Source: an optimization exercise on an open RTL-to-GDS flow (aim: small area, a short achievable clock period and few clock cycles per item). Production flows keep margins and buffers that such runs may drop.
In this exercise RTL edits were held to simulation tests only and were not proved equivalent to the original.
Power and IR drop assume default switching activity.

==> flow/design.v, too long to show whole: its modules and the start of the top module <==
// module lzc32: 29 lines
// module lzc_grp4: 9 lines
// module fa_cell: 10 lines
// module ha_cell: 9 lines
// module booth_dec: 8 lines
// module sabcm_32x32: 1941 lines
module sabcm_32x32 (
    input clk,
    input rst_n,
    input start,
    input signed [31:0] operand_a,
    input signed [31:0] operand_b,
    output reg done,
    output wire signed [63:0] product_out,
    output wire [4:0] op_a_leading_bits,
    output wire [4:0] op_b_leading_bits
);
  // ...
==> flow/flow/run.sh <==
#!/bin/bash
set -euo pipefail
export BUFFER_PORTS_ARGS="-buffer_cell sky130_fd_sc_hd__buf_2"
bash standard.sh > standard.log 2>&1
==> flow/standard.sh <==
#!/bin/bash
# synth_recipe.tcl (not shown) runs the flow's synth.tcl, then flattens the netlist and writes it again
# the make line also repeats each setting of config.mk as NAME=value (left out here)
make -C /OpenROAD-flow-scripts/flow DESIGN_CONFIG=/design/flow/config.mk WORK_HOME=/design/flow/orfs CLKGATE_MAP_FILE= SYNTH_SCRIPT=/design/flow/synth_recipe.tcl "${@:-finish}"
==> flow/config.mk <==
export PLATFORM = sky130hd
export DESIGN_NAME = sabcm_32x32
export DESIGN_NICKNAME = sabcm_32x32
export VERILOG_FILES = /design/flow/design.v
export SDC_FILE = /design/flow/constraint.sdc
export NUM_CORES = 4
export LEC_CHECK = 0
export ABC_AREA = 1
export CAP_MARGIN = 20
export CORE_MARGIN = 2
export CORE_UTILIZATION = 40
export CTS_BUF_LIST = sky130_fd_sc_hd__clkbuf_4 sky130_fd_sc_hd__clkbuf_8
export PLACE_DENSITY = 0.7
export SETUP_SLACK_MARGIN = 4.3
export SLEW_MARGIN = 20
export SYNTH_HIERARCHICAL = 1
export SYNTH_MINIMUM_KEEP_SIZE = 0
export TNS_END_PERCENT = 30
==> flow/constraint.sdc <==
create_clock -name core_clock -period 10.0 [get_ports {clk}]
set_input_delay 2.0000 -clock core_clock [delete_from_list [all_inputs] [get_ports {clk}]]
set_output_delay 2.0000 -clock core_clock [all_outputs]
set_load 0.01 [all_outputs]
==> results_dict.tcl, run 1 <==
set metrics [dict create \
    status "timing/DRC/antenna clean" \
    dpl.cell_count 3686 \
    grt_overflow 0 \
    root_buffer "clkbuf_8" \
    yosysMostFrequentCell "xor2_1" \
    synthMuxAreaShare 0 \
    cts_buffers 17 \
    crit_cells 11 \
    grt_busiest_layer "met2" \
    start_util 0.404 \
    wl_met3_um 7970 \
    max_freq_mhz 175 \
    clock_area_frac 0.0164 \
    core_region_area_um2 65700 \
    vias 21800 \
    synthDominantCellAreaShare 0.355 \
    netlist_top_cells_count "xor2_1 (588), o22ai_1 (496), fa_1 (472), nand2_1 (255), inv_1 (227)" \
    total_power_w 0.00981 \
    final_cell_area_um2 28900 \
    die_h_um 262 \
    nets 3497 \
    antenna_found_initial 3 \
    place.gp.congestion 0.921 \
    nWellTaps 864 \
    path_class "in -> out" \
    power_frac_seq 0.111 \
    layout_commonest_cell "xor2_1" \
    dpl_cell_area_um2 27800 \
    power.density_nw_per_um2 339 \
    worst_setup_path_start_kind "primary input" \
    rsz0062_at_grt "true" \
    syn_avg_cell_area_um2 9.22 \
    critPathCapture "op_b_leading_bits[1]" \
    synthTopCellsByArea "fa_1 (36%), xor2_1 (19%), o22ai_1 (12%)" \
    pre_cts_ws_ns 3.23 \
    yosys_most_used_dff "dfxtp_1" \
    synth_top_family_by_area "adder cells" \
    largest_register_ffs 122 \
    hold-worst-slack_ns 1.16 \
    synth_cell_type_count 35 \
]
Testbench counts, summed over its fixed seeds: cycles 2,408, items 2,400.
==> run 2, diff against run 1 <==
--- a/flow/design.v
+++ b/flow/design.v
@@ -1083,188 +1083,140 @@
     wire s999;
     wire c1000;
     wire s1001;
     wire c1002;
     wire neg0 = operand_b[1];
     wire [32:0] pp0;
     wire one_n0_0, two_n0_0;
     booth_dec u_dec0_0 (.b({operand_b[1], operand_b[0], 1'b0}), .one_n(one_n0_0), .two_n(two_n0_0));
-    assign pp0[10:0] = ~(({11{one_n0_0}} | a_ext_n[10:0]) & ({11{two_n0_0}} | a_x2_n[10:0])) ^ {11{neg0}};
+    assign pp0[15:0] = ~(({16{one_n0_0}} | a_ext_n[15:0]) & ({16{two_n0_0}} | a_x2_n[15:0])) ^ {16{neg0}};
     wire one_n0_1, two_n0_1;
     booth_dec u_dec0_1 (.b({operand_b[1], operand_b[0], 1'b0}), .one_n(one_n0_1), .two_n(two_n0_1));
-    assign pp0[21:11] = ~(({11{one_n0_1}} | a_ext_n[21:11]) & ({11{two_n0_1}} | a_x2_n[21:11])) ^ {11{neg0}};
-    wire one_n0_2, two_n0_2;
-    booth_dec u_dec0_2 (.b({operand_b[1], operand_b[0], 1'b0}), .one_n(one_n0_2), .two_n(two_n0_2));
-    assign pp0[32:22] = ~(({11{one_n0_2}} | a_ext_n[32:22]) & ({11{two_n0_2}} | a_x2_n[32:22])) ^ {11{neg0}};
+    assign pp0[32:16] = ~(({17{one_n0_1}} | a_ext_n[32:16]) & ({17{two_n0_1}} | a_x2_n[32:16])) ^ {17{neg0}};
     wire neg1 = operand_b[3];
     wire [32:0] pp1;
     wire one_n1_0, two_n1_0;
     booth_dec u_dec1_0 (.b({operand_b[3], operand_b[2], operand_b[1]}), .one_n(one_n1_0), .two_n(two_n1_0));
-    assign pp1[10:0] = ~(({11{one_n1_0}} | a_ext_n[10:0]) & ({11{two_n1_0}} | a_x2_n[10:0])) ^ {11{neg1}};
+    assign pp1[15:0] = ~(({16{one_n1_0}} | a_ext_n[15:0]) & ({16{two_n1_0}} | a_x2_n[15:0])) ^ {16{neg1}};
     wire one_n1_1, two_n1_1;
     booth_dec u_dec1_1 (.b({operand_b[3], operand_b[2], operand_b[1]}), .one_n(one_n1_1), .two_n(two_n1_1));
-    assign pp1[21:11] = ~(({11{one_n1_1}} | a_ext_n[21:11]) & ({11{two_n1_1}} | a_x2_n[21:11])) ^ {11{neg1}};
-    wire one_n1_2, two_n1_2;
-    booth_dec u_dec1_2 (.b({operand_b[3], operand_b[2], operand_b[1]}), .one_n(one_n1_2), .two_n(two_n1_2));
-    assign pp1[32:22] = ~(({11{one_n1_2}} | a_ext_n[32:22]) & ({11{two_n1_2}} | a_x2_n[32:22])) ^ {11{neg1}};
+    assign pp1[32:16] = ~(({17{one_n1_1}} | a_ext_n[32:16]) & ({17{two_n1_1}} | a_x2_n[32:16])) ^ {17{neg1}};
     wire neg2 = operand_b[5];
     wire [32:0] pp2;
     wire one_n2_0, two_n2_0;
     booth_dec u_dec2_0 (.b({operand_b[5], operand_b[4], operand_b[3]}), .one_n(one_n2_0), .two_n(two_n2_0));
-    assign pp2[10:0] = ~(({11{one_n2_0}} | a_ext_n[10:0]) & ({11{two_n2_0}} | a_x2_n[10:0])) ^ {11{neg2}};
+    assign pp2[15:0] = ~(({16{one_n2_0}} | a_ext_n[15:0]) & ({16{two_n2_0}} | a_x2_n[15:0])) ^ {16{neg2}};
     wire one_n2_1, two_n2_1;
     booth_dec u_dec2_1 (.b({operand_b[5], operand_b[4], operand_b[3]}), .one_n(one_n2_1), .two_n(two_n2_1));
-    assign pp2[21:11] = ~(({11{one_n2_1}} | a_ext_n[21:11]) & ({11{two_n2_1}} | a_x2_n[21:11])) ^ {11{neg2}};
-    wire one_n2_2, two_n2_2;
-    booth_dec u_dec2_2 (.b({operand_b[5], operand_b[4], operand_b[3]}), .one_n(one_n2_2), .two_n(two_n2_2));
-    assign pp2[32:22] = ~(({11{one_n2_2}} | a_ext_n[32:22]) & ({11{two_n2_2}} | a_x2_n[32:22])) ^ {11{neg2}};
+    assign pp2[32:16] = ~(({17{one_n2_1}} | a_ext_n[32:16]) & ({17{two_n2_1}} | a_x2_n[32:16])) ^ {17{neg2}};
     wire neg3 = operand_b[7];
     wire [32:0] pp3;
     wire one_n3_0, two_n3_0;
     booth_dec u_dec3_0 (.b({operand_b[7], operand_b[6], operand_b[5]}), .one_n(one_n3_0), .two_n(two_n3_0));
-    assign pp3[10:0] = ~(({11{one_n3_0}} | a_ext_n[10:0]) & ({11{two_n3_0}} | a_x2_n[10:0])) ^ {11{neg3}};
+    assign pp3[15:0] = ~(({16{one_n3_0}} | a_ext_n[15:0]) & ({16{two_n3_0}} | a_x2_n[15:0])) ^ {16{neg3}};
     wire one_n3_1, two_n3_1;
     booth_dec u_dec3_1 (.b({operand_b[7], operand_b[6], operand_b[5]}), .one_n(one_n3_1), .two_n(two_n3_1));
-    assign pp3[21:11] = ~(({11{one_n3_1}} | a_ext_n[21:11]) & ({11{two_n3_1}} | a_x2_n[21:11])) ^ {11{neg3}};
-    wire one_n3_2, two_n3_2;
-    booth_dec u_dec3_2 (.b({operand_b[7], operand_b[6], operand_b[5]}), .one_n(one_n3_2), .two_n(two_n3_2));
-    assign pp3[32:22] = ~(({11{one_n3_2}} | a_ext_n[32:22]) & ({11{two_n3_2}} | a_x2_n[32:22])) ^ {11{neg3}};
+    assign pp3[32:16] = ~(({17{one_n3_1}} | a_ext_n[32:16]) & ({17{two_n3_1}} | a_x2_n[32:16])) ^ {17{neg3}};
     wire neg4 = operand_b[9];
     wire [32:0] pp4;
     wire one_n4_0, two_n4_0;
     booth_dec u_dec4_0 (.b({operand_b[9], operand_b[8], operand_b[7]}), .one_n(one_n4_0), .two_n(two_n4_0));
-    assign pp4[10:0] = ~(({11{one_n4_0}} | a_ext_n[10:0]) & ({11{two_n4_0}} | a_x2_n[10:0])) ^ {11{neg4}};
+    assign pp4[15:0] = ~(({16{one_n4_0}} | a_ext_n[15:0]) & ({16{two_n4_0}} | a_x2_n[15:0])) ^ {16{neg4}};
     wire one_n4_1, two_n4_1;
     booth_dec u_dec4_1 (.b({operand_b[9], operand_b[8], operand_b[7]}), .one_n(one_n4_1), .two_n(two_n4_1));
-    assign pp4[21:11] = ~(({11{one_n4_1}} | a_ext_n[21:11]) & ({11{two_n4_1}} | a_x2_n[21:11])) ^ {11{neg4}};
-    wire one_n4_2, two_n4_2;
-    booth_dec u_dec4_2 (.b({operand_b[9], operand_b[8], operand_b[7]}), .one_n(one_n4_2), .two_n(two_n4_2));
-    assign pp4[32:22] = ~(({11{one_n4_2}} | a_ext_n[32:22]) & ({11{two_n4_2}} | a_x2_n[32:22])) ^ {11{neg4}};
+    assign pp4[32:16] = ~(({17{one_n4_1}} | a_ext_n[32:16]) & ({17{two_n4_1}} | a_x2_n[32:16])) ^ {17{neg4}};
     wire neg5 = operand_b[11];
     wire [32:0] pp5;
     wire one_n5_0, two_n5_0;
     booth_dec u_dec5_0 (.b({operand_b[11], operand_b[10], operand_b[9]}), .one_n(one_n5_0), .two_n(two_n5_0));
-    assign pp5[10:0] = ~(({11{one_n5_0}} | a_ext_n[10:0]) & ({11{two_n5_0}} | a_x2_n[10:0])) ^ {11{neg5}};
+    assign pp5[15:0] = ~(({16{one_n5_0}} | a_ext_n[15:0]) & ({16{two_n5_0}} | a_x2_n[15:0])) ^ {16{neg5}};
     wire one_n5_1, two_n5_1;
     booth_dec u_dec5_1 (.b({operand_b[11], operand_b[10], operand_b[9]}), .one_n(one_n5_1), .two_n(two_n5_1));
-    assign pp5[21:11] = ~(({11{one_n5_1}} | a_ext_n[21:11]) & ({11{two_n5_1}} | a_x2_n[21:11])) ^ {11{neg5}};
-    wire one_n5_2, two_n5_2;
-    booth_dec u_dec5_2 (.b({operand_b[11], operand_b[10], operand_b[9]}), .one_n(one_n5_2), .two_n(two_n5_2));
-    assign pp5[32:22] = ~(({11{one_n5_2}} | a_ext_n[32:22]) & ({11{two_n5_2}} | a_x2_n[32:22])) ^ {11{neg5}};
+    assign pp5[32:16] = ~(({17{one_n5_1}} | a_ext_n[32:16]) & ({17{two_n5_1}} | a_x2_n[32:16])) ^ {17{neg5}};
     wire neg6 = operand_b[13];
     wire [32:0] pp6;
     wire one_n6_0, two_n6_0;
     booth_dec u_dec6_0 (.b({operand_b[13], operand_b[12], operand_b[11]}), .one_n(one_n6_0), .two_n(two_n6_0));
-    assign pp6[10:0] = ~(({11{one_n6_0}} | a_ext_n[10:0]) & ({11{two_n6_0}} | a_x2_n[10:0])) ^ {11{neg6}};
+    assign pp6[15:0] = ~(({16{one_n6_0}} | a_ext_n[15:0]) & ({16{two_n6_0}} | a_x2_n[15:0])) ^ {16{neg6}};
     wire one_n6_1, two_n6_1;
     booth_dec u_dec6_1 (.b({operand_b[13], operand_b[12], operand_b[11]}), .one_n(one_n6_1), .two_n(two_n6_1));
-    assign pp6[21:11] = ~(({11{one_n6_1}} | a_ext_n[21:11]) & ({11{two_n6_1}} | a_x2_n[21:11])) ^ {11{neg6}};
-    wire one_n6_2, two_n6_2;
-    booth_dec u_dec6_2 (.b({operand_b[13], operand_b[12], operand_b[11]}), .one_n(one_n6_2), .two_n(two_n6_2));
-    assign pp6[32:22] = ~(({11{one_n6_2}} | a_ext_n[32:22]) & ({11{two_n6_2}} | a_x2_n[32:22])) ^ {11{neg6}};
+    assign pp6[32:16] = ~(({17{one_n6_1}} | a_ext_n[32:16]) & ({17{two_n6_1}} | a_x2_n[32:16])) ^ {17{neg6}};
     wire neg7 = operand_b[15];
     wire [32:0] pp7;
     wire one_n7_0, two_n7_0;
     booth_dec u_dec7_0 (.b({operand_b[15], operand_b[14], operand_b[13]}), .one_n(one_n7_0), .two_n(two_n7_0));
-    assign pp7[10:0] = ~(({11{one_n7_0}} | a_ext_n[10:0]) & ({11{two_n7_0}} | a_x2_n[10:0])) ^ {11{neg7}};
+    assign pp7[15:0] = ~(({16{one_n7_0}} | a_ext_n[15:0]) & ({16{two_n7_0}} | a_x2_n[15:0])) ^ {16{neg7}};
     wire one_n7_1, two_n7_1;
     booth_dec u_dec7_1 (.b({operand_b[15], operand_b[14], operand_b[13]}), .one_n(one_n7_1), .two_n(two_n7_1));
-    assign pp7[21:11] = ~(({11{one_n7_1}} | a_ext_n[21:11]) & ({11{two_n7_1}} | a_x2_n[21:11])) ^ {11{neg7}};
-    wire one_n7_2, two_n7_2;
-    booth_dec u_dec7_2 (.b({operand_b[15], operand_b[14], operand_b[13]}), .one_n(one_n7_2), .two_n(two_n7_2));
-    assign pp7[32:22] = ~(({11{one_n7_2}} | a_ext_n[32:22]) & ({11{two_n7_2}} | a_x2_n[32:22])) ^ {11{neg7}};
+    assign pp7[32:16] = ~(({17{one_n7_1}} | a_ext_n[32:16]) & ({17{two_n7_1}} | a_x2_n[32:16])) ^ {17{neg7}};
     wire neg8 = operand_b[17];
     wire [32:0] pp8;
     wire one_n8_0, two_n8_0;
     booth_dec u_dec8_0 (.b({operand_b[17], operand_b[16], operand_b[15]}), .one_n(one_n8_0), .two_n(two_n8_0));
-    assign pp8[10:0] = ~(({11{one_n8_0}} | a_ext_n[10:0]) & ({11{two_n8_0}} | a_x2_n[10:0])) ^ {11{neg8}};
+    assign pp8[15:0] = ~(({16{one_n8_0}} | a_ext_n[15:0]) & ({16{two_n8_0}} | a_x2_n[15:0])) ^ {16{neg8}};
     wire one_n8_1, two_n8_1;
     booth_dec u_dec8_1 (.b({operand_b[17], operand_b[16], operand_b[15]}), .one_n(one_n8_1), .two_n(two_n8_1));
-    assign pp8[21:11] = ~(({11{one_n8_1}} | a_ext_n[21:11]) & ({11{two_n8_1}} | a_x2_n[21:11])) ^ {11{neg8}};
-    wire one_n8_2, two_n8_2;
-    booth_dec u_dec8_2 (.b({operand_b[17], operand_b[16], operand_b[15]}), .one_n(one_n8_2), .two_n(two_n8_2));
-    assign pp8[32:22] = ~(({11{one_n8_2}} | a_ext_n[32:22]) & ({11{two_n8_2}} | a_x2_n[32:22])) ^ {11{neg8}};
+    assign pp8[32:16] = ~(({17{one_n8_1}} | a_ext_n[32:16]) & ({17{two_n8_1}} | a_x2_n[32:16])) ^ {17{neg8}};
     wire neg9 = operand_b[19];
     wire [32:0] pp9;
     wire one_n9_0, two_n9_0;
     booth_dec u_dec9_0 (.b({operand_b[19], operand_b[18], operand_b[17]}), .one_n(one_n9_0), .two_n(two_n9_0));
-    assign pp9[10:0] = ~(({11{one_n9_0}} | a_ext_n[10:0]) & ({11{two_n9_0}} | a_x2_n[10:0])) ^ {11{neg9}};
+    assign pp9[15:0] = ~(({16{one_n9_0}} | a_ext_n[15:0]) & ({16{two_n9_0}} | a_x2_n[15:0])) ^ {16{neg9}};
     wire one_n9_1, two_n9_1;
     booth_dec u_dec9_1 (.b({operand_b[19], operand_b[18], operand_b[17]}), .one_n(one_n9_1), .two_n(two_n9_1));
-    assign pp9[21:11] = ~(({11{one_n9_1}} | a_ext_n[21:11]) & ({11{two_n9_1}} | a_x2_n[21:11])) ^ {11{neg9}};
-    wire one_n9_2, two_n9_2;
-    booth_dec u_dec9_2 (.b({operand_b[19], operand_b[18], operand_b[17]}), .one_n(one_n9_2), .two_n(two_n9_2));
-    assign pp9[32:22] = ~(({11{one_n9_2}} | a_ext_n[32:22]) & ({11{two_n9_2}} | a_x2_n[32:22])) ^ {11{neg9}};
+    assign pp9[32:16] = ~(({17{one_n9_1}} | a_ext_n[32:16]) & ({17{two_n9_1}} | a_x2_n[32:16])) ^ {17{neg9}};
     wire neg10 = operand_b[21];
     wire [32:0] pp10;
     wire one_n10_0, two_n10_0;
     booth_dec u_dec10_0 (.b({operand_b[21], operand_b[20], operand_b[19]}), .one_n(one_n10_0), .two_n(two_n10_0));
-    assign pp10[10:0] = ~(({11{one_n10_0}} | a_ext_n[10:0]) & ({11{two_n10_0}} | a_x2_n[10:0])) ^ {11{neg10}};
+    assign pp10[15:0] = ~(({16{one_n10_0}} | a_ext_n[15:0]) & ({16{two_n10_0}} | a_x2_n[15:0])) ^ {16{neg10}};
     wire one_n10_1, two_n10_1;
     booth_dec u_dec10_1 (.b({operand_b[21], operand_b[20], operand_b[19]}), .one_n(one_n10_1), .two_n(two_n10_1));
-    assign pp10[21:11] = ~(({11{one_n10_1}} | a_ext_n[21:11]) & ({11{two_n10_1}} | a_x2_n[21:11])) ^ {11{neg10}};
-    wire one_n10_2, two_n10_2;
-    booth_dec u_dec10_2 (.b({operand_b[21], operand_b[20], operand_b[19]}), .one_n(one_n10_2), .two_n(two_n10_2));
-    assign pp10[32:22] = ~(({11{one_n10_2}} | a_ext_n[32:22]) & ({11{two_n10_2}} | a_x2_n[32:22])) ^ {11{neg10}};
+    assign pp10[32:16] = ~(({17{one_n10_1}} | a_ext_n[32:16]) & ({17{two_n10_1}} | a_x2_n[32:16])) ^ {17{neg10}};
     wire neg11 = operand_b[23];
     wire [32:0] pp11;
     wire one_n11_0, two_n11_0;
     booth_dec u_dec11_0 (.b({operand_b[23], operand_b[22], operand_b[21]}), .one_n(one_n11_0), .two_n(two_n11_0));
-    assign pp11[10:0] = ~(({11{one_n11_0}} | a_ext_n[10:0]) & ({11{two_n11_0}} | a_x2_n[10:0])) ^ {11{neg11}};
+    assign pp11[15:0] = ~(({16{one_n11_0}} | a_ext_n[15:0]) & ({16{two_n11_0}} | a_x2_n[15:0])) ^ {16{neg11}};
     wire one_n11_1, two_n11_1;
     booth_dec u_dec11_1 (.b({operand_b[23], operand_b[22], operand_b[21]}), .one_n(one_n11_1), .two_n(two_n11_1));
-    assign pp11[21:11] = ~(({11{one_n11_1}} | a_ext_n[21:11]) & ({11{two_n11_1}} | a_x2_n[21:11])) ^ {11{neg11}};
-    wire one_n11_2, two_n11_2;
-    booth_dec u_dec11_2 (.b({operand_b[23], operand_b[22], operand_b[21]}), .one_n(one_n11_2), .two_n(two_n11_2));
-    assign pp11[32:22] = ~(({11{one_n11_2}} | a_ext_n[32:22]) & ({11{two_n11_2}} | a_x2_n[32:22])) ^ {11{neg11}};
+    assign pp11[32:16] = ~(({17{one_n11_1}} | a_ext_n[32:16]) & ({17{two_n11_1}} | a_x2_n[32:16])) ^ {17{neg11}};
     wire neg12 = operand_b[25];
     wire [32:0] pp12;
     wire one_n12_0, two_n12_0;
     booth_dec u_dec12_0 (.b({operand_b[25], operand_b[24], operand_b[23]}), .one_n(one_n12_0), .two_n(two_n12_0));
-    assign pp12[10:0] = ~(({11{one_n12_0}} | a_ext_n[10:0]) & ({11{two_n12_0}} | a_x2_n[10:0])) ^ {11{neg12}};
+    assign pp12[15:0] = ~(({16{one_n12_0}} | a_ext_n[15:0]) & ({16{two_n12_0}} | a_x2_n[15:0])) ^ {16{neg12}};
     wire one_n12_1, two_n12_1;
     booth_dec u_dec12_1 (.b({operand_b[25], operand_b[24], operand_b[23]}), .one_n(one_n12_1), .two_n(two_n12_1));
-    assign pp12[21:11] = ~(({11{one_n12_1}} | a_ext_n[21:11]) & ({11{two_n12_1}} | a_x2_n[21:11])) ^ {11{neg12}};
-    wire one_n12_2, two_n12_2;
-    booth_dec u_dec12_2 (.b({operand_b[25], operand_b[24], operand_b[23]}), .one_n(one_n12_2), .two_n(two_n12_2));
-    assign pp12[32:22] = ~(({11{one_n12_2}} | a_ext_n[32:22]) & ({11{two_n12_2}} | a_x2_n[32:22])) ^ {11{neg12}};
+    assign pp12[32:16] = ~(({17{one_n12_1}} | a_ext_n[32:16]) & ({17{two_n12_1}} | a_x2_n[32:16])) ^ {17{neg12}};
     wire neg13 = operand_b[27];
     wire [32:0] pp13;
     wire one_n13_0, two_n13_0;
     booth_dec u_dec13_0 (.b({operand_b[27], operand_b[26], operand_b[25]}), .one_n(one_n13_0), .two_n(two_n13_0));
-    assign pp13[10:0] = ~(({11{one_n13_0}} | a_ext_n[10:0]) & ({11{two_n13_0}} | a_x2_n[10:0])) ^ {11{neg13}};
+    assign pp13[15:0] = ~(({16{one_n13_0}} | a_ext_n[15:0]) & ({16{two_n13_0}} | a_x2_n[15:0])) ^ {16{neg13}};
     wire one_n13_1, two_n13_1;
     booth_dec u_dec13_1 (.b({operand_b[27], operand_b[26], operand_b[25]}), .one_n(one_n13_1), .two_n(two_n13_1));
-    assign pp13[21:11] = ~(({11{one_n13_1}} | a_ext_n[21:11]) & ({11{two_n13_1}} | a_x2_n[21:11])) ^ {11{neg13}};
-    wire one_n13_2, two_n13_2;
-    booth_dec u_dec13_2 (.b({operand_b[27], operand_b[26], operand_b[25]}), .one_n(one_n13_2), .two_n(two_n13_2));
-    assign pp13[32:22] = ~(({11{one_n13_2}} | a_ext_n[32:22]) & ({11{two_n13_2}} | a_x2_n[32:22])) ^ {11{neg13}};
+    assign pp13[32:16] = ~(({17{one_n13_1}} | a_ext_n[32:16]) & ({17{two_n13_1}} | a_x2_n[32:16])) ^ {17{neg13}};
     wire neg14 = operand_b[29];
     wire [32:0] pp14;
     wire one_n14_0, two_n14_0;
     booth_dec u_dec14_0 (.b({operand_b[29], operand_b[28], operand_b[27]}), .one_n(one_n14_0), .two_n(two_n14_0));
-    assign pp14[10:0] = ~(({11{one_n14_0}} | a_ext_n[10:0]) & ({11{two_n14_0}} | a_x2_n[10:0])) ^ {11{neg14}};
+    assign pp14[15:0] = ~(({16{one_n14_0}} | a_ext_n[15:0]) & ({16{two_n14_0}} | a_x2_n[15:0])) ^ {16{neg14}};
     wire one_n14_1, two_n14_1;
     booth_dec u_dec14_1 (.b({operand_b[29], operand_b[28], operand_b[27]}), .one_n(one_n14_1), .two_n(two_n14_1));
-    assign pp14[21:11] = ~(({11{one_n14_1}} | a_ext_n[21:11]) & ({11{two_n14_1}} | a_x2_n[21:11])) ^ {11{neg14}};
-    wire one_n14_2, two_n14_2;
-    booth_dec u_dec14_2 (.b({operand_b[29], operand_b[28], operand_b[27]}), .one_n(one_n14_2), .two_n(two_n14_2));
-    assign pp14[32:22] = ~(({11{one_n14_2}} | a_ext_n[32:22]) & ({11{two_n14_2}} | a_x2_n[32:22])) ^ {11{neg14}};
+    assign pp14[32:16] = ~(({17{one_n14_1}} | a_ext_n[32:16]) & ({17{two_n14_1}} | a_x2_n[32:16])) ^ {17{neg14}};
     wire neg15 = operand_b[31];
     wire [32:0] pp15;
     wire one_n15_0, two_n15_0;
     booth_dec u_dec15_0 (.b({operand_b[31], operand_b[30], operand_b[29]}), .one_n(one_n15_0), .two_n(two_n15_0));
-    assign pp15[10:0] = ~(({11{one_n15_0}} | a_ext_n[10:0]) & ({11{two_n15_0}} | a_x2_n[10:0])) ^ {11{neg15}};
+    assign pp15[15:0] = ~(({16{one_n15_0}} | a_ext_n[15:0]) & ({16{two_n15_0}} | a_x2_n[15:0])) ^ {16{neg15}};
     wire one_n15_1, two_n15_1;
     booth_dec u_dec15_1 (.b({operand_b[31], operand_b[30], operand_b[29]}), .one_n(one_n15_1), .two_n(two_n15_1));
-    assign pp15[21:11] = ~(({11{one_n15_1}} | a_ext_n[21:11]) & ({11{two_n15_1}} | a_x2_n[21:11])) ^ {11{neg15}};
-    wire one_n15_2, two_n15_2;
-    booth_dec u_dec15_2 (.b({operand_b[31], operand_b[30], operand_b[29]}), .one_n(one_n15_2), .two_n(two_n15_2));
-    assign pp15[32:22] = ~(({11{one_n15_2}} | a_ext_n[32:22]) & ({11{two_n15_2}} | a_x2_n[32:22])) ^ {11{neg15}};
+    assign pp15[32:16] = ~(({17{one_n15_1}} | a_ext_n[32:16]) & ({17{two_n15_1}} | a_x2_n[32:16])) ^ {17{neg15}};
     ha_cell u_s1 (.a(neg12), .b(pp0[24]), .s(s1), .co(c2));
     ha_cell u_s3 (.a(pp0[25]), .b(pp1[23]), .s(s3), .co(c4));
     fa_cell u_s5 (.a(neg13), .b(pp0[26]), .ci(pp1[24]), .s(s5), .co(c6));
     ha_cell u_s7 (.a(pp2[22]), .b(pp3[20]), .s(s7), .co(c8));
     fa_cell u_s9 (.a(pp0[27]), .b(pp1[25]), .ci(pp2[23]), .s(s9), .co(c10));
     ha_cell u_s11 (.a(pp3[21]), .b(pp4[19]), .s(s11), .co(c12));
     fa_cell u_s13 (.a(neg14), .b(pp0[28]), .ci(pp1[26]), .s(s13), .co(c14));
     fa_cell u_s15 (.a(pp2[24]), .b(pp3[22]), .ci(pp4[20]), .s(s15), .co(c16));
--- a/flow/config.mk
+++ b/flow/config.mk
@@ -10,9 +10,8 @@
 export CORE_MARGIN = 2
 export CORE_UTILIZATION = 40
 export CTS_BUF_LIST = sky130_fd_sc_hd__clkbuf_4 sky130_fd_sc_hd__clkbuf_8
 export PLACE_DENSITY = 0.7
 export SETUP_SLACK_MARGIN = 4.3
 export SLEW_MARGIN = 20
 export SYNTH_HIERARCHICAL = 1
 export SYNTH_MINIMUM_KEEP_SIZE = 0
-export TNS_END_PERCENT = 30
==> results_dict.tcl, run 2 <==
set metrics [dict create \
    dieArea_um2 67500 \
    arrival_ns 6.13 \
    p_sw_frac 0.507 \
    grt_pass1_wl_um 127000 \
    wl_met3_um 9090 \
    clk_path_buf_depth 2 \
    antenna_found_initial 6 \
    final-setup-viol-count 0 \
    internal_power_w 0.00475 \
    hold_violations 0 \
    htree_levels 4 \
    cts_buffers 17 \
    p_leak_nw 12.5 \
    endpoint_kind "register" \
    drt_pass1_iterations 7 \
    synth_cell_type_count 36 \
    vias 21600 \
    final_cells 3670 \
    worst_pin_slew_ns 1.12 \
    start_util 0.405 \
    crit_cells 11 \
    numPortBuffers 141 \
    final_util 0.448 \
    drive_above_1_share 0.138 \
    die_w_um 260 \
    grt_pass1_vias 21700 \
    path_class "in -> reg" \
    nets 3443 \
    grt_overflow 0 \
    drt-initial-drc-count 2746 \
    finalSetupTns_ns 0 \
    pre_cts_ws_ns 3.05 \
    vias_per_cell 5.90 \
    cts.clk_slew.worst_paths_ns 0.10 \
    dpl.cell_count 3594 \
    yosys.area.top_type "fa_1" \
    drv_cap 0 \
    worst_setup_path_start_kind "primary input" \
    m1WireLength_um 31000 \
    final_cell_mix "xor2_1 (581), o22ai_1 (495), fa_1 (471)" \
    wl_per_cell_um 22.4 \
    critPathSlowestCell "fa_1" \
    status "timing/DRC/antenna clean" \
    multi_input_area_um2 22200 \
    ys_seq_area_frac 0.0942 \
    fin_crit_ns 5.69 \
    cp_slowest_stage_delay_ns 0.52 \
    grt_max_degree 45 \
    rsz0062_at_grt "true" \
    core_region_area_um2 64600 \
    syn_area_um2 26200 \
    p_comb_frac 0.840 \
    finalCritPeriodShare 0.569 \
    drv_slew 0 \
    relSlewSlack 0.248 \
    wl_met2_um 38600 \
    synth-edff-count 0 \
    ys.warnings.count 7 \
    cts_sinks 123 \
    areaGrowthSynthToFinish_pct 10.5 \
    power_frac_seq 0.113 \
    grt.total_usage 0.243 \
    cp_cell_sequence "buf_2, clkinvlp_4, buf_4, o22ai_1, xor2_1, fa_1, fa_1, fa_1, fa_1, fa_1, fa_1" \
    routed_wl_um 82200 \
    crit_path_frequent_cell "fa_1" \
    syn_inst 2803 \
    layout_commonest_cell "xor2_1" \
    place.gp.congestion 0.934 \
    root_buffer "clkbuf_8" \
    ant_nets 0 \
    cpLargestDelayFamily "adder cells" \
    power.density_nw_per_um2 333 \
    worst_slack_ns 4.31 \
    synth-seq-cells 123 \
    worstPathMaxFanout 20 \
    cp.required_ns 10.44 \
    p_switching_w 0.00488 \
    syn_avg_cell_area_um2 9.34 \
    max_freq_mhz 176 \
    maxUsedRoutingLayer "met5" \
    synthDominantCellAreaShare 0.361 \
    dp_hpwl_um 58500 \
    register_area_um2 2470 \
    hold_class "in -> async" \
    async_flop_share 0.00813 \
    cts_tree "done" \
    fillers 6043 \
    synthTopCellsByArea "fa_1 (36%), xor2_1 (20%), o22ai_1 (12%)" \
    yosysMostFrequentCell "xor2_1" \
    ir_drop_v 0.000291 \
    ios 142 \
    die_h_um 260 \
    drc 0 \
    netlist_top_cells_count "xor2_1 (588), o22ai_1 (496), fa_1 (472), clkbuf_1 (222), inv_1 (211)" \
    yosys_most_used_dff "dfxtp_1" \
    clkPwrFrac 0.047 \
    std_cell_rows 93 \
    largest_register_ffs 122 \
    crit_buf_inv 3 \
]
[run 2: cell count changes after synthesis]
cell and delta:
nand2_1 -48, inv_1 -16, o21ai_1 -16, xnor2_1 -16
clkbuf_1 +14, buf_1 +3, buf_2 -1
[run 2: metal layers]
metal  vias up  global-route usage
met5         -                   0
met4         2              0.0950
met3       236              0.0536
met2      1455               0.396
met1     10700               0.313
li1       9247                   -
[run 2: power groups by stage]
stage,logic (W),clock network (W),registers [W]
final,0.00809,0.000456,0.00109
after global routing,0.00936,0.000489,0.00112
after CTS,0.00821,0.000471,0.00109
after detailed placement,0.00813,0,0.00110
after global placement,0.00786,0,0.00110
after floorplan,0.00563,0,0.00106
[run 2: area by class of cell]
| type | count | share of cell area |
|---|---|---|
| multi-input combinational | 2195 | 0.767 |
| sequential | 123 | 0.0852 |
| timing repair buffer | 246 | 0.0697 |
| tap | 855 | 0.0370 |
| inverter | 212 | 0.0279 |
| clock buffer | 17 | 0.00808 |
| clock inverter | 15 | 0.00489 |
| antenna | 6 | 0.000519 |
| timing repair inverter | 1 | 0.000173 |
[run 2: final timing paths]
kind                          startpoint  slack [ns]      endpoint
hold / removal                     rst_n        1.19          done
min in group core_clock            start        1.54          done
setup / recovery           operand_a[26]        4.31  pipe_reg[58]
max in group asynchronous          rst_n        8.72          done
[run 2: repair_timing]
action                                  CTS  global route
hold buffers                              0             0
gates cloned                              3             8
pin swaps                                 1            14
resized for setup                        83            56
buffers inserted                          0            27
endpoints found under the setup margin   71            59
[run 2: logic make-up after synthesis]
logic type	count (synthesis)	share of synthesized area
compound gates	599	0.143
xor+xnor	651	0.218
fa+ha+maj	580	0.412
buf+inv	490	0.0733
flops	123	0.0942
other cells	3	0.000430
simple gates	357	0.0592
[run 2: modules after synthesis, one instance, submodules excluded]
module / cell area, µm² / copies in the design / flip-flops and latches / cells
fa_cell: 20.0 / 443 / 0 / 1
sabcm_32x32: 14400 / 1 / 123 / 1882
ha_cell: 12.5 / 42 / 0 / 1
lzc_grp4: 26.3 / 16 / 0 / 5
lzc32: 524 / 2 / 0 / 82
booth_dec: 28.8 / 32 / 0 / 6
[run 2: per-stage QoR]
stage                     power [W]  area, µm²  hold WS [ns]
final                       0.00963      28900          1.19
after global routing         0.0110      28900          1.17
after CTS                   0.00977      28300          1.15
after detailed placement    0.00923      27500          1.78
after global placement      0.00895      27500          1.77
after floorplan             0.00668      26200          1.70
Testbench counts of run 2, summed over its fixed seeds: cycles 2,408, items 2,400.
==> run 3, diff against run 2 <==
--- a/flow/config.mk
+++ b/flow/config.mk
@@ -17 +17,2 @@
 export SYNTH_MINIMUM_KEEP_SIZE = 0
+export TNS_END_PERCENT = 30
==> results_dict.tcl, run 3 <==
set metrics [dict create \
    fin_crit_ns 5.66 \
    drt-initial-drc-count 2607 \
    power.density_nw_per_um2 337 \
    hold_class "in -> async" \
    pre_cts_ws_ns 3.06 \
    path_class "in -> out" \
    place.gp.congestion 0.911 \
    grt_pass1_wl_um 127000 \
    final_cell_mix "xor2_1 (581), o22ai_1 (495), fa_1 (471)" \
    syn_avg_cell_area_um2 9.34 \
    endpoint_kind "primary output" \
    drt_pass1_iterations 6 \
    dp_hpwl_um 58500 \
    worstPathMaxFanout 12 \
    cp_slowest_stage_delay_ns 0.26 \
    vias_per_cell 5.85 \
    synthDominantCellAreaShare 0.361 \
    vias 21500 \
    final-setup-viol-count 0 \
    async_flop_share 0.00813 \
    relSlewSlack 0.239 \
    cts_tree "done" \
    yosys.area.top_type "fa_1" \
    drc 0 \
    numPortBuffers 141 \
    antenna_found_initial 8 \
    worst_pin_slew_ns 1.14 \
    synth-seq-cells 123 \
    largest_register_ffs 122 \
    ant_nets 0 \
    syn_area_um2 26200 \
    grt_max_degree 47 \
    ys.warnings.count 7 \
    worst_slack_ns 4.34 \
    routed_wl_um 81200 \
    grt_pass1_vias 21900 \
    syn_inst 2803 \
    cp.required_ns 8.00 \
    worst_setup_path_start_kind "primary input" \
    finalSetupTns_ns 0 \
    core_region_area_um2 64600 \
    max_freq_mhz 177 \
    yosys_most_used_dff "dfxtp_1" \
    final_cells 3676 \
    yosysMostFrequentCell "xor2_1" \
    synth_cell_type_count 36 \
    cp_cell_sequence "buf_4, buf_12, xor2_1, nor2_2, nand2_2, or2_4, nor2_4, nand3_2, nand4_1, buf_2" \
    netlist_top_cells_count "xor2_1 (588), o22ai_1 (496), fa_1 (472), clkbuf_1 (222), inv_1 (211)" \
    ys_seq_area_frac 0.0942 \
    drv_slew 0 \
    status "timing/DRC/antenna clean" \
    wl_per_cell_um 22.1 \
    grt.total_usage 0.243 \
    start_util 0.405 \
    p_leak_nw 12.6 \
    synthTopCellsByArea "fa_1 (36%), xor2_1 (20%), o22ai_1 (12%)" \
    htree_levels 4 \
    clk_path_buf_depth 2 \
    critPathSlowestCell "or2_4" \
    std_cell_rows 93 \
    total_power_w 0.00976 \
    drive_above_1_share 0.139 \
    cts.clk_slew.worst_paths_ns 0.09 \
    nets 3447 \
    rsz0062_at_grt "true" \
    dieArea_um2 67500 \
    cts_buffers 17 \
    cpLargestDelayFamily "simple AND/OR/NAND/NOR gates" \
    arrival_ns 3.66 \
    die_h_um 260 \
    die_w_um 260 \
    cts-hold-fix-buffers 0 \
    crit_cells 10 \
    grt_overflow 0 \
    ir_drop_v 0.000277 \
    layout_commonest_cell "xor2_1" \
    finalCritPeriodShare 0.566 \
    cts_sinks 123 \
    ios 142 \
    drv_cap 0 \
    crit_buf_inv 3 \
    dpl.cell_count 3597 \
    synth-edff-count 0 \
    areaGrowthSynthToFinish_pct 10.6 \
    hold_violations 0 \
    root_buffer "clkbuf_8" \
]
run 3: cell count changes in the layout (fill, tap and decap cells not counted), moves of 3 or more:
cell	previous run	this run
inv_1	207	210
clkinvlp_4	8	3
buf_4	84	92
buf_12	5	9
nand3_2	3	6
buf_8	7	4
xnor2_1	45	50
xnor2_4	5	2
nand3_1	31	28
run 3: worst max-delay path by stage:
stage                              from              endpoint  slack [ns]
after floorplan            operand_b[4]          pipe_reg[68]        4.29
after global placement    operand_b[13]          pipe_reg[64]        3.17
after detailed placement  operand_b[19]          pipe_reg[66]        3.06
after CTS                   pipe_reg[7]       product_out[36]        4.23
after global routing       operand_b[7]  op_b_leading_bits[0]        4.25
final                     operand_b[11]  op_b_leading_bits[0]        4.34
run 3: kinds of logic after synthesis:
| group | after synthesis | share of synthesized area |
|---|---|---|
| DFF | 123 | 0.0942 |
| and+or+nand+nor | 357 | 0.0592 |
| AOI/OAI and AO/OA | 599 | 0.143 |
| xor gates and xnor gates | 651 | 0.218 |
| other | 3 | 0.000430 |
| adders and majority gates | 580 | 0.412 |
| buffers and inverters | 490 | 0.0733 |
run 3: metal layers:
metal | global-route usage | part of all wire | up-vias
met5 | 0.000712 | 0 | -
met4 | 0.110 | 0.045 | 0
met3 | 0.0538 | 0.10 | 236
met2 | 0.389 | 0.47 | 1302
met1 | 0.314 | 0.39 | 10700
li1 | - | - | 9270
run 3: cell type report:
class | count | area (µm²)
multi-input cells | 2195 | 22200
flip-flops and latches | 123 | 2470
well taps | 855 | 1070
fillers | 6148 | 35600
clock inverters | 14 | 159
diodes | 8 | 20.0
repair buffers | 251 | 2040
inverters | 212 | 800
clock buffers | 18 | 248
run 3: per-stage QoR:
stage                util  instance area [µm²]  hold WS, ns
floorplan               -                26200         1.70
global placement    0.425                27500         1.77
detailed placement  0.425                27500         1.78
CTS                 0.438                28300         1.11
global route        0.448                29000         1.16
finish              0.448                29000         1.19
run 3: timing repair:
| action | in CTS | in global routing |
|---|---|---|
| setup buffers | 0 | 30 |
| gates resized for setup | 64 | 77 |
| endpoints found under the setup margin | 68 | 56 |
| cloned | 4 | 5 |
| pin swaps | 0 | 17 |
run 3: Yosys stat by module (local to each module, per instance):
module       copies in the design  cells
lzc_grp4                       16      5
booth_dec                      32      6
sabcm_32x32                     1   1882
lzc32                           2     82
fa_cell                       443      1
ha_cell                        42      1
run 3: power by group:
part	leakage, nW	internal (W)	switching [W]
Combinational	11.3	0.00365	0.00454
Clock	0.201	0.000232	0.000246
Sequential	1.04	0.000951	0.000135
==> run 4, diff against run 3 <==
--- a/flow/config.mk
+++ b/flow/config.mk
@@ -17,2 +17,2 @@
 export SYNTH_MINIMUM_KEEP_SIZE = 0
-export TNS_END_PERCENT = 30
+export TNS_END_PERCENT = 10
==> results_dict.tcl, run 4 <==
set metrics [dict create \
    status "timing/DRC/antenna clean" \
    std_cell_rows 93 \
    endpoint_kind "register" \
    cts_buffers 17 \
    areaGrowthSynthToFinish_pct 8.68 \
    final_util 0.441 \
    grt_pass1_vias 21500 \
    dpl_cell_area_um2 27500 \
    grt_max_degree 47 \
    layout_commonest_cell "xor2_1" \
    multi_input_area_um2 22100 \
    vias_per_cell 5.88 \
    place.gp.congestion 0.930 \
    synth-edff-count 0 \
    cts_sinks 123 \
    routed_wl_um 80200 \
    cp.required_ns 10.44 \
    crit_path_frequent_cell "fa_1" \
    ios 142 \
    power_frac_seq 0.113 \
    clkPwrFrac 0.051 \
    final_cell_area_um2 28500 \
    wl_per_cell_um 22.0 \
    htree_levels 4 \
    dpl.cell_count 3598 \
    cts.clk_slew.worst_paths_ns 0.08 \
    syn_area_um2 26200 \
    drv_cap 0 \
    power.density_nw_per_um2 339 \
    largest_register_ffs 122 \
    drc 0 \
    synthDominantCellAreaShare 0.361 \
    cp_slowest_stage_delay_ns 0.94 \
    netlist_top_cells_count "xor2_1 (588), o22ai_1 (496), fa_1 (472), clkbuf_1 (222), inv_1 (211)" \
    arrival_ns 6.19 \
    yosys.area.top_type "fa_1" \
    worst_setup_path_start_kind "primary input" \
    yosysMostFrequentCell "xor2_1" \
    drt-initial-drc-count 2701 \
    p_sw_frac 0.504 \
    worst_slack_ns 4.25 \
    crit_buf_inv 1 \
    dieArea_um2 67500 \
    ir_drop_v 0.000281 \
    synthTopCellsByArea "fa_1 (36%), xor2_1 (20%), o22ai_1 (12%)" \
    cpLargestDelayFamily "adder cells" \
    final_cells 3643 \
    grt.total_usage 0.242 \
    nets 3415 \
    p_leak_nw 12.3 \
    dp_hpwl_um 58200 \
    antenna_found_initial 8 \
    worst_pin_slew_ns 1.14 \
    worstPathMaxFanout 23 \
    grt_pass1_wl_um 126000 \
    die_h_um 260 \
    drv_slew 0 \
    fin_crit_ns 5.75 \
    fillers 6135 \
    hold_class "in -> async" \
    rsz0062_at_grt "true" \
    ant_nets 0 \
    max_freq_mhz 174 \
    final-setup-viol-count 0 \
    ys.warnings.count 7 \
    register_area_um2 2470 \
    crit_cells 9 \
    syn_inst 2803 \
    numPortBuffers 141 \
    hold_violations 0 \
    syn_avg_cell_area_um2 9.34 \
    pre_cts_ws_ns 3.03 \
    die_w_um 260 \
    path_class "in -> reg" \
    p_comb_frac 0.836 \
    relSlewSlack 0.237 \
    finalCritPeriodShare 0.575 \
    cts_tree "done" \
    clk_path_buf_depth 2 \
    core_region_area_um2 64600 \
    synth_cell_type_count 36 \
    final_cell_mix "xor2_1 (585), o22ai_1 (494), fa_1 (472)" \
    finalSetupTns_ns 0 \
    critPathSlowestCell "xnor2_2" \
    yosys_most_used_dff "dfxtp_1" \
    cp_cell_sequence "buf_4, xnor2_2, o22ai_1, xor2_1, fa_1, fa_1, fa_1, fa_1, fa_1" \
    start_util 0.405 \
    drive_above_1_share 0.124 \
    drt_pass1_iterations 8 \
    synth-seq-cells 123 \
    grt_overflow 0 \
    p_switching_w 0.00485 \
    async_flop_share 0.00813 \
    root_buffer "clkbuf_8" \
    internal_power_w 0.00478 \
    ys_seq_area_frac 0.0942 \
    vias 21400 \
]
## run 4: cell count changes in the layout (fill, tap and decap cells not counted), moves of 4 or more
cell / delta
buf_12: -4
buf_2: +8
buf_4: -28
buf_6: +4
nand2_2: -4
nand3_1: +6
nand3_2: -6
xor2_1: +4
## run 4: Yosys stat by module, one instance, submodules excluded
module	copies in the design	flip-flops and latches	cells inside
sabcm_32x32	1	123	1882
lzc32	2	0	82
lzc_grp4	16	0	5
booth_dec	32	0	6
ha_cell	42	0	1
fa_cell	443	0	1
## run 4: cell type report
cell class | count | share of cell area
tap | 855 | 0.0376
multi-input combinational | 2195 | 0.776
clock inverter | 13 | 0.00589
antenna | 7 | 0.000616
sequential | 123 | 0.0867
timing repair buffer | 219 | 0.0568
inverter | 212 | 0.0281
clock buffer | 19 | 0.00875
## run 4: timing repair
item,in CTS,in global routing
setup buffers,0,0
endpoints found under the setup margin,69,69
gates cloned,4,2
hold buffers,0,0
resized for setup,58,32
hold endpoints to repair,0,0
pin swaps,0,1
## run 4: worst paths after layout
| kind | startpoint | endpoint |
|---|---|---|
| setup / recovery | operand_b[23] | pipe_reg[68] |
| hold / removal | rst_n | done |
| max in group asynchronous | rst_n | done |
| min in group core_clock | start | done |
## run 4: metal layers
layer  GRT usage  share of wire  vias up
met1       0.317           0.38    10500
met5           0              0        -
met3      0.0495           0.11      258
met2       0.385           0.46     1423
met4       0.112          0.046        0
li1            -              -     9222
## run 4: power groups by stage
stage / sequential, W / combinational [W] / clock [W]
floorplan: 0.00106 / 0.00563 / 0
global placement: 0.00109 / 0.00787 / 0
detailed placement: 0.00110 / 0.00816 / 0
CTS: 0.00109 / 0.00822 / 0.000520
global route: 0.00112 / 0.00929 / 0.000535
finish: 0.00109 / 0.00805 / 0.000493
## run 4: cells by family after synthesis
family,count (synthesis),synth area share
buffers and inverters,490,0.0733
adders and majority gates,580,0.412
xor gates and xnor gates,651,0.218
DFF,123,0.0942
AOI/OAI and AO/OA,599,0.143
other,3,0.000430
and+or+nand+nor,357,0.0592
## run 4: per-stage QoR
step           total power [W]  hold slack, ns
4_1_cts                0.00983            1.10
5_1_grt                 0.0109            1.13
3_3_place_gp           0.00897            1.77
2_1_floorplan          0.00668            1.70
6_report               0.00963            1.19
3_5_place_dp           0.00926            1.78
==> run 5, diff against run 4 <==
--- a/flow/config.mk
+++ b/flow/config.mk
@@ -13,3 +13,3 @@
 export PLACE_DENSITY = 0.7
-export SETUP_SLACK_MARGIN = 4.3
+export SETUP_SLACK_MARGIN = 4.4
 export SLEW_MARGIN = 20
@@ -17,2 +17,2 @@
 export SYNTH_MINIMUM_KEEP_SIZE = 0
-export TNS_END_PERCENT = 10
+export TNS_END_PERCENT = 30
==> results_dict.tcl, run 5 <==
set metrics [dict create \
    core_region_area_um2 64600 \
    path_class "in -> reg" \
    fillers 5890 \
    synth-edff-count 0 \
    cts_buffers 17 \
    vias_per_cell 6.02 \
    htree_levels 4 \
    power.density_nw_per_um2 328 \
    grt.total_usage 0.251 \
    drc 0 \
    vias 22300 \
    drt-initial-drc-count 3437 \
    endpoint_kind "register" \
    die_w_um 260 \
    netlist_top_cells_count "xor2_1 (588), o22ai_1 (496), fa_1 (472), clkbuf_1 (222), inv_1 (211)" \
    multi_input_area_um2 22400 \
    grt_pass1_wl_um 130000 \
    cts_tree "done" \
    nets 3479 \
    finalCritPeriodShare 0.567 \
    final_cell_mix "xor2_1 (576), o22ai_1 (491), fa_1 (471)" \
    ant_nets 0 \
    dp_hpwl_um 58100 \
    status "timing/DRC/antenna clean" \
    drive_above_1_share 0.160 \
    synthTopCellsByArea "fa_1 (36%), xor2_1 (20%), o22ai_1 (12%)" \
    synth-seq-cells 123 \
    routed_wl_um 86400 \
    place.gp.congestion 0.949 \
    wl_per_cell_um 23.3 \
    relSlewSlack 0.300 \
    yosys.area.top_type "fa_1" \
    ir_drop_v 0.000281 \
    final_cells 3706 \
    grt_overflow 0 \
    worst_setup_path_start_kind "primary input" \
    cp.required_ns 10.43 \
    layout_commonest_cell "xor2_1" \
    clk_path_buf_depth 2 \
    ys.warnings.count 7 \
    synthDominantCellAreaShare 0.361 \
    ios 142 \
    worst_slack_ns 4.33 \
    areaGrowthSynthToFinish_pct 14.1 \
    worst_pin_slew_ns 1.04 \
    numPortBuffers 141 \
    fin_crit_ns 5.67 \
    async_flop_share 0.00813 \
    p_leak_nw 12.9 \
    antenna_found_initial 7 \
    root_buffer "clkbuf_8" \
    drt_pass1_iterations 7 \
    yosys_most_used_dff "dfxtp_1" \
    pre_cts_ws_ns 3.03 \
    drv_slew 0 \
    hold_class "in -> async" \
    die_h_um 260 \
    start_util 0.405 \
    max_freq_mhz 176 \
    std_cell_rows 93 \
    arrival_ns 6.11 \
    cts.clk_slew.worst_paths_ns 0.09 \
    syn_area_um2 26200 \
    grt_pass1_vias 22200 \
    worstPathMaxFanout 17 \
    largest_register_ffs 122 \
    rsz0062_at_grt "true" \
    cts_sinks 123 \
    final-setup-viol-count 0 \
    ys_seq_area_frac 0.0942 \
    grt_max_degree 34 \
    hold_violations 0 \
    dieArea_um2 67500 \
    dpl.cell_count 3595 \
    yosysMostFrequentCell "xor2_1" \
    finalSetupTns_ns 0 \
    syn_avg_cell_area_um2 9.34 \
    synth_cell_type_count 36 \
    drv_cap 0 \
    syn_inst 2803 \
    hold-worst-slack_ns 1.20 \
    register_area_um2 2470 \
]
[run 5: power breakdown]
| part | total, W | switching [W] | internal (W) |
|---|---|---|---|
| clock | 0.000478 | 0.000237 | 0.000241 |
| sequential | 0.00109 | 0.000134 | 0.000951 |
| combinational | 0.00824 | 0.00457 | 0.00367 |
| total | 0.00980 | 0.00494 | 0.00487 |
[run 5: per-layer routing]
| layer | wire length [µm] | track usage | up-vias |
|---|---|---|---|
| li1 | - | - | 9342 |
| met5 | 0 | 0 | - |
| met1 | 31300 | 0.319 | 10800 |
| met2 | 38500 | 0.392 | 1713 |
| met4 | 5500 | 0.126 | 0 |
| met3 | 11100 | 0.0699 | 417 |
[run 5: cells by family (layout without fill, tap and decap cells)]
| kind of cell | Yosys count | in the layout | synth area share |
|---|---|---|---|
| XOR/XNOR | 651 | 651 | 0.218 |
| AO/OA/AOI/OAI | 599 | 599 | 0.143 |
| adder cells (fa/ha/maj) | 580 | 580 | 0.412 |
| buffers and inverters | 490 | 526 | 0.0733 |
| AND/OR/NAND/NOR | 357 | 357 | 0.0592 |
| flip-flops | 123 | 123 | 0.0942 |
| other | 3 | 15 | 0.000430 |
[run 5: final cells by class]
class / count / area share
multi-input combinational: 2195 / 0.751
timing repair buffer: 282 / 0.0894
sequential: 123 / 0.0826
tap: 855 / 0.0358
inverter: 212 / 0.0271
clock buffer: 21 / 0.00946
clock inverter: 10 / 0.00394
antenna: 7 / 0.000586
timing repair inverter: 1 / 0.000167
[run 5: stage by stage]
step           power [W]  area [µm²]   util
2_1_floorplan    0.00669       26300      -
3_3_place_gp     0.00895       27500  0.426
3_5_place_dp     0.00931       27500  0.426
4_1_cts          0.00989       28900  0.447
5_1_grt           0.0110       29900  0.463
6_report         0.00980       29900  0.463
[run 5: modules after synthesis (local to each module, per instance)]
module / copies in the design / cell area (µm²) / cells inside / flops+latches
fa_cell: 443 / 20.0 / 1 / 0
booth_dec: 32 / 28.8 / 6 / 0
lzc32: 2 / 524 / 82 / 0
sabcm_32x32: 1 / 14400 / 1882 / 123
lzc_grp4: 16 / 26.3 / 5 / 0
ha_cell: 42 / 12.5 / 1 / 0
[run 5: critical path, stage by stage]
cell     delay (ns)
buf_6          0.13
buf_12         0.15
o21ai_1        0.24
nand2_4        0.24
o22ai_1        0.29
xor2_1         0.15
fa_1           0.50
fa_1           0.62
fa_1           0.45
fa_1           0.39
fa_1           0.52
fa_1           0.41
[run 5: what timing repair did]
item	in CTS	in global routing
hold buffers	0	0
gates cloned	13	9
pin swaps	10	24
setup buffers	8	43
hold endpoints to repair	0	0
setup endpoints to repair	79	62
resized for setup	110	97
[run 5: worst paths after layout]
check,start,endpoint,slack [ns],cells past startpoint
max in group asynchronous,rst_n,done,8.72,1
min in group core_clock,start,done,1.55,1
hold / removal,rst_n,done,1.20,1
setup / recovery,operand_b[9],pipe_reg[60],4.33,12
==> run 6, diff against run 5 <==
--- a/flow/config.mk
+++ b/flow/config.mk
@@ -13,3 +13,3 @@
 export PLACE_DENSITY = 0.7
-export SETUP_SLACK_MARGIN = 4.4
+export SETUP_SLACK_MARGIN = 4.2
 export SLEW_MARGIN = 20
==> results_dict.tcl, run 6 <==
set metrics [dict create \
    yosys.area.top_type "fa_1" \
    synth_cell_type_count 36 \
    nets 3407 \
    netlist_top_cells_count "xor2_1 (588), o22ai_1 (496), fa_1 (472), clkbuf_1 (222), inv_1 (211)" \
    synth_adder_area_share 0.412 \
    grt.total_usage 0.241 \
    p_switching_w 0.00480 \
    syn_avg_cell_area_um2 9.34 \
    fillers 6180 \
    synth_compound_area_frac 0.143 \
    synth-xor-area-share 0.218 \
    drv_slew 0 \
    grt_overflow 0 \
    worst_pin_slew_ns 1.02 \
    grt_pass1_vias 21800 \
    worstPathMaxFanout 31 \
    syn_area_um2 26200 \
    synthMuxAreaShare 0 \
    syn_inst 2803 \
    finalSetupTns_ns 0 \
    rsz0062_at_grt "true" \
    path_class "in -> out" \
    synthDominantCellAreaShare 0.361 \
    cp_slowest_stage_delay_ns 0.33 \
    finalCritPeriodShare 0.578 \
    dpl_cell_area_um2 27500 \
    synth-seq-cells 123 \
    cts_sinks 123 \
    grt_pass1_wl_um 126000 \
    root_buffer "clkbuf_8" \
    routed_wl_um 80000 \
    cts-hold-fix-buffers 0 \
    htree_levels 4 \
    status "timing/DRC/antenna clean" \
    hold_class "in -> async" \
    dp_hpwl_um 57900 \
    arrival_ns 3.78 \
    drv_cap 0 \
    endpoint_kind "primary output" \
    areaGrowthSynthToFinish_pct 7.71 \
    vias 21300 \
    cp_cell_sequence "buf_6, buf_16, xor2_1, nor2_1, nand2_1, or2_2, nor2_4, nand3_1, nand4_1, buf_2" \
    vias_per_cell 5.88 \
    internal_power_w 0.00473 \
    cts_buffers 17 \
    p_comb_frac 0.838 \
    drt-initial-drc-count 2495 \
    p_sw_frac 0.504 \
    power_frac_seq 0.114 \
    clk_path_buf_depth 2 \
    yosys_most_used_dff "dfxtp_1" \
    hold_violations 0 \
    std_cell_rows 93 \
    cp.required_ns 8.00 \
    async_flop_share 0.00813 \
    synthTopCellsByArea "fa_1 (36%), xor2_1 (20%), o22ai_1 (12%)" \
    drive_above_1_share 0.118 \
    clkPwrFrac 0.048 \
    antenna_found_initial 5 \
    dieArea_um2 67500 \
    numPortBuffers 141 \
    cts_tree "done" \
    layout_commonest_cell "xor2_1" \
    ant_nets 0 \
    ys.warnings.count 7 \
    cts.clk_slew.worst_paths_ns 0.09 \
    die_h_um 260 \
    ys_seq_area_frac 0.0942 \
    start_util 0.405 \
    core_region_area_um2 64600 \
    ios 142 \
    max_freq_mhz 173 \
    p_leak_nw 12.2 \
    power.density_nw_per_um2 338 \
    synth-simple-area-share 0.0592 \
    final-setup-viol-count 0 \
    critPathSlowestCell "or2_2" \
    place.gp.congestion 0.934 \
    worst_setup_path_start_kind "primary input" \
    synth_top_family_by_area "adder cells" \
    fin_crit_ns 5.78 \
    relSlewSlack 0.314 \
    synth-edff-count 0 \
    drt_pass1_iterations 5 \
    drc 0 \
    largest_register_ffs 122 \
    wl_per_cell_um 22.0 \
    ir_drop_v 0.000297 \
    die_w_um 260 \
    final_cell_mix "xor2_1 (587), o22ai_1 (495), fa_1 (472)" \
    final_cell_area_um2 28200 \
    grt_max_degree 47 \
    yosysMostFrequentCell "xor2_1" \
]
-- run 6: cell counts after synthesis --
Identical to the previous run, type by type.
-- run 6: layer usage --
metal,GRT usage,vias up,part of all wire,wire (µm)
li1,-,9193,-,-
met1,0.314,10700,0.39,31500
met2,0.389,1271,0.47,37400
met3,0.0448,233,0.093,7440
met4,0.110,0,0.046,3650
met5,0,-,0,0
-- run 6: final timing paths --
kind / slack (ns) / cells past startpoint / start / to
setup / recovery: 4.22 / 10 / operand_b[9] / op_b_leading_bits[1]
hold / removal: 1.21 / 1 / rst_n / done
max in group asynchronous: 8.70 / 1 / rst_n / done
min in group core_clock: 1.56 / 1 / start / done
-- run 6: cell type report --
class                           instances  area, µm²  area share
Clock inverter                         12        124     0.00439
Tap cell                              855       1070      0.0379
Multi-Input combinational cell       2195      22000       0.781
Timing Repair Buffer                  211       1440      0.0511
Antenna cell                            5       12.5    0.000444
Clock buffer                           19        255     0.00905
Inverter                              212        800      0.0283
Sequential cell                       123       2470      0.0875
-- run 6: modules after synthesis, one instance, submodules excluded --
module	flops+latches	cells
sabcm_32x32	123	1882
lzc32	0	82
booth_dec	0	6
lzc_grp4	0	5
fa_cell	0	1
ha_cell	0	1
-- run 6: repair_timing --
item                                    in CTS  in global routing
cloned                                       1                  0
pin swaps                                    0                  1
gates resized for setup                     48                 31
buffers inserted                             0                  0
endpoints found under the setup margin      65                 40
-- run 6: worst max-delay path: cells and delay by family --
family,cells,cell delay (ns)
buffers and inverters,3,0.62
xor gates and xnor gates,1,0.14
and+or+nand+nor,6,1.01
-- run 6: power by group through the flow --
stage	clock network [W]	registers (W)	logic, W
5_1_grt	0.000492	0.00112	0.00922
3_5_place_dp	0	0.00110	0.00807
4_1_cts	0.000475	0.00109	0.00812
3_3_place_gp	0	0.00110	0.00784
2_1_floorplan	0	0.00106	0.00563
6_report	0.000457	0.00109	0.00798
-- run 6: cell families after synthesis --
family / after synthesis
adder cells (fa/ha/maj): 580
buffers and inverters: 490
flip-flops: 123
other: 3
AND/OR/NAND/NOR: 357
XOR/XNOR: 651
AO/OA/AOI/OAI: 599
-- run 6: metrics by stage --
step	setup WS, ns	hold slack [ns]	power (W)	instances	util
5_1_grt	4.14	1.18	0.0108	3632	0.437
2_1_floorplan	4.19	1.70	0.00668	2808	-
6_report	4.22	1.21	0.00952	3632	0.437
3_3_place_gp	3.08	1.77	0.00894	3595	0.425
4_1_cts	4.17	1.16	0.00969	3627	0.434
3_5_place_dp	3.05	1.78	0.00917	3595	0.425

## separate check: timing with driven ports
The results above use ideal ports. As a check the final layouts listed here were re-extracted and re-timed, cells and wires unchanged. Step 1 assumes that a clkbuf_16 drives the clock port and a buf_2 every other input. Step 2, shift: input delay + t, output delay - t, t = (earliest + latest rising clock arrival at the registers) / 2. This alone moves slack from input paths to output paths. Three values: ideal, step 1, step 2; two values: the first two.
run | shift t [ns] | slack for setup (ns) | hold slack, ns | cell pins on the clock port's net
run 1 | 0.649 | 4.299 / 4.257 / 3.740 | 1.162 / 1.122 / 1.771 | 1
run 2 | 0.603 | 4.310 / 4.262 / 3.746 | 1.194 / 1.157 / 1.760 | 1
run 3 | 0.619 | 4.340 / 4.247 / 3.746 | 1.188 / 1.145 / 1.764 | 1
run 4 | 0.618 | 4.253 / 4.205 / 3.670 | 1.189 / 1.153 / 1.771 | 1
run 5 | 0.603 | 4.329 / 4.296 / 3.696 | 1.201 / 1.159 / 1.761 | 1
run 6 | 0.591 | 4.216 / 4.172 / 3.675 | 1.213 / 1.171 / 1.763 | 1
After both steps every run listed still meets setup and hold. For run 5, which loses most, drivers alone change the setup slack by -0.033 ns; drivers and shift together by -0.633 ns.
